What follows belongs to an exercise in optimizing a design on an open flow for small area, a short achievable clock period and few clock cycles per item; a production flow would make more cautious choices.
Where RTL was checked, it was by simulation tests only, not by an equivalence proof against the original.

==> flow/design.v <==
module gcd_coprocessor #( parameter W = 16 ) (
  input clk,
  input reset,
  input operands_val,
  input [W-1:0] operands_bits_A,
  input [W-1:0] operands_bits_B,
  output operands_rdy,
  output result_val,
  output [W-1:0] result_bits,
  input result_rdy
);
  function [3:0] ctz(input [W-1:0] v);
    integer i;
    begin
      ctz = 4'd0;
      for (i = W - 1; i >= 0; i = i - 1)
        if (v[i]) ctz = i;
    end
  endfunction
  reg [W-1:0] A, B;
  reg [3:0]   k;       
  reg         fin;     
  reg         busy;
  wire [W-1:0] xab = A ^ B;
  wire eq   = ~|xab;
  wire bz   = ~|B;
  wire kz   = (k == 4'd0);
  wire stop = eq | fin;
  wire done = busy & stop & kz;
  assign result_val   = done;
  assign result_bits  = A;
  assign operands_rdy = ~busy | (done & result_rdy);
  wire load = operands_val & operands_rdy;
  wire both_even = ~A[0] & ~B[0];
  wire         sub = B[0] | bz;
  wire [W:0]   d = {1'b0, A} - {1'b0, B};
  wire         neg = d[W];
  wire [W-1:0] y = sub ? xab : B;         
  wire [3:0]   tz = ctz(y);
  wire         big = tz[3];               
  wire [2:0]   s = both_even ? 3'd1 : (big ? 3'd7 : tz[2:0]);
  wire [W-1:0] f = d[W-1:0] ^ {W{neg}};   
  wire [W-1:0] g = sub ? f : B;
  wire [W-1:0] bnext = (g >> s) | {{(W-1){1'b0}}, sub & neg};
  wire flip = sub & neg & big;
  wire swap = B[0] & (~A[0] | ~neg | big);
  always @(posedge clk or posedge reset) begin
    if (reset) begin
      busy <= 1'b0;
    end else if (load) begin
      busy <= 1'b1;
    end else if (done & result_rdy) begin
      busy <= 1'b0;
    end
  end
  wire a_load = load;
  wire a_shl  = ~load & busy & stop & ~kz;
  wire a_shr  = ~load & busy & ~stop & both_even;
  wire a_swp  = ~load & busy & ~stop & ~both_even & swap;
  wire a_hold = ~(a_load | a_shl | a_shr | a_swp);
  wire b_new  = ~load & busy & ~stop;
  wire b_hold = ~(load | b_new);
  wire [W-1:0] anext = ({W{a_load}} & operands_bits_A) | ({W{a_shl}} & (A << 1))
                     | ({W{a_shr}} & (A >> 1)) | ({W{a_swp}} & B) | ({W{a_hold}} & A);
  wire [W-1:0] bnext2 = ({W{load}} & operands_bits_B) | ({W{b_new & ~flip}} & bnext)
                      | ({W{b_new & flip}} & A) | ({W{b_hold}} & B);
  wire k_dec = a_shl;
  wire k_inc = a_shr;
  wire [3:0] knext = ({4{k_dec}} & (k - 4'd1)) | ({4{k_inc}} & (k + 4'd1))
                   | ({4{~load & ~k_dec & ~k_inc}} & k);
  wire finnext = ~load & (fin | a_shl);
  always @(posedge clk) begin
    A <= anext;
    B <= bnext2;
    k   <= knext;
    fin <= finnext;
  end
endmodule
==> flow/config.mk <==
export PLATFORM = sky130hd
export DESIGN_NAME = gcd_coprocessor
export DESIGN_NICKNAME = gcd_coprocessor
export VERILOG_FILES = /design/flow/design.v
export SDC_FILE = /design/flow/constraint.sdc
export NUM_CORES = 4
export LEC_CHECK = 0
export ABC_AREA = 1
export CAP_MARGIN = 20
export CELL_PAD_IN_SITES_DETAIL_PLACEMENT = 0
export CELL_PAD_IN_SITES_GLOBAL_PLACEMENT = 1
export CORE_AREA = 5 5 115 115
export DIE_AREA = 0 0 120 120
export PLACE_DENSITY = 0.5
export SETUP_SLACK_MARGIN = 1.3
export SLEW_MARGIN = 20
export TNS_END_PERCENT = 5
==> flow/constraint.sdc <==
create_clock -name core_clock -period 5.0 [get_ports {clk}]
set_input_delay 1.0000 -clock core_clock [delete_from_list [all_inputs] [get_ports {clk}]]
set_output_delay 1.0000 -clock core_clock [all_outputs]
set_load 0.01 [all_outputs]
standard.sh (not shown) runs the stock make flow with config.mk's settings and CLKGATE_MAP_FILE= SYNTH_SCRIPT=/design/flow/synth_recipe.tcl, a recipe that flattens the netlist after the stock synthesis.
==> flow/flow/run.sh <==
#!/bin/bash
# The standard layout (the standard.sh on all ORFS steps), with the port
# buffers that global placement inserts made the smallest buffer cell
# (sky130_fd_sc_hd__buf_1) instead of the delay buffer buffer_ports picks by
# itself. Every input and output port still gets its own buffer.
set -euo pipefail
export BUFFER_PORTS_ARGS="-buffer_cell sky130_fd_sc_hd__buf_1"
bash standard.sh > run_standard.log 2>&1
The baseline passed the timing, design-rule and antenna checks.
Rerun with:
--- a/flow/design.v
+++ b/flow/design.v
@@ -36,14 +36,11 @@
   wire [W:0]   d = {1'b0, A} - {1'b0, B};
   wire         neg = d[W];
   wire [W-1:0] y = sub ? xab : B;         
-  wire [3:0]   tz = ctz(y);
-  wire         big = tz[3];               
-  wire [2:0]   s = both_even ? 3'd1 : (big ? 3'd7 : tz[2:0]);
+  wire [3:0]   s = both_even ? 4'd1 : ctz(y);
   wire [W-1:0] f = d[W-1:0] ^ {W{neg}};   
   wire [W-1:0] g = sub ? f : B;
   wire [W-1:0] bnext = (g >> s) | {{(W-1){1'b0}}, sub & neg};
-  wire flip = sub & neg & big;
-  wire swap = B[0] & (~A[0] | ~neg | big);
+  wire swap = B[0] & (~A[0] | ~neg);
   always @(posedge clk or posedge reset) begin
     if (reset) begin
       busy <= 1'b0;
@@ -62,17 +59,22 @@
   wire b_hold = ~(load | b_new);
   wire [W-1:0] anext = ({W{a_load}} & operands_bits_A) | ({W{a_shl}} & (A << 1))
                      | ({W{a_shr}} & (A >> 1)) | ({W{a_swp}} & B) | ({W{a_hold}} & A);
-  wire [W-1:0] bnext2 = ({W{load}} & operands_bits_B) | ({W{b_new & ~flip}} & bnext)
-                      | ({W{b_new & flip}} & A) | ({W{b_hold}} & B);
-  wire k_dec = a_shl;
-  wire k_inc = a_shr;
-  wire [3:0] knext = ({4{k_dec}} & (k - 4'd1)) | ({4{k_inc}} & (k + 4'd1))
-                   | ({4{~load & ~k_dec & ~k_inc}} & k);
-  wire finnext = ~load & (fin | a_shl);
+  wire [W-1:0] bnext2 = ({W{load}} & operands_bits_B) | ({W{b_new}} & bnext) | ({W{b_hold}} & B);
   always @(posedge clk) begin
     A <= anext;
     B <= bnext2;
-    k   <= knext;
-    fin <= finnext;
+    if (load) begin
+      k   <= 4'd0;
+      fin <= 1'b0;
+    end else if (busy) begin
+      if (stop) begin
+        if (!kz) begin
+          k   <= k - 4'd1;
+          fin <= 1'b1;
+        end
+      end else if (both_even) begin
+        k <= k + 4'd1;
+      end
+    end
   end
 endmodule
Effect:
- die area is unchanged
- count of clock-buffer cells in the layout came out higher by 1
- worst setup slack improved by 0.086 ns
- via count came out higher by about 2.5%
Testbench counts after the change, summed over its fixed seeds: cycles 6,282, items 512.
Function not checked in the first run of this note: the RTL went through the layout flow alone.

-- re-timing with driven ports --
No port has a modelled driver above. Below, the same layouts with a new extraction and two added sets of constraints.
Step 1 sets driving cells, clkbuf_16 on the clock port and buf_2 on the other inputs (assumed; they add their load-dependent delay and slew).
Step 2 times the ports against the registers' clock, not the clock port: input delays grow and output delays shrink by t, the midpoint of the rising clock arrivals with the driver on.
Slacks: ideal ports / drivers / drivers and shift; pairs: ideal ports / drivers.
run | shift t [ns] | setup WS [ns] | hold WS [ns] | worst setup path after step 2 | latest minus earliest clock arrival (ns)
the first run | 0.324 | 1.384 / 1.361 / 1.384 | 0.509 / 0.492 / 0.559 | register to register | 0.007 / 0.007
the second run | 0.317 | 1.470 / 1.470 / 1.470 | 0.468 / 0.468 / 0.468 | register to register | 0.006 / 0.007
After both steps every run listed still meets setup and hold.
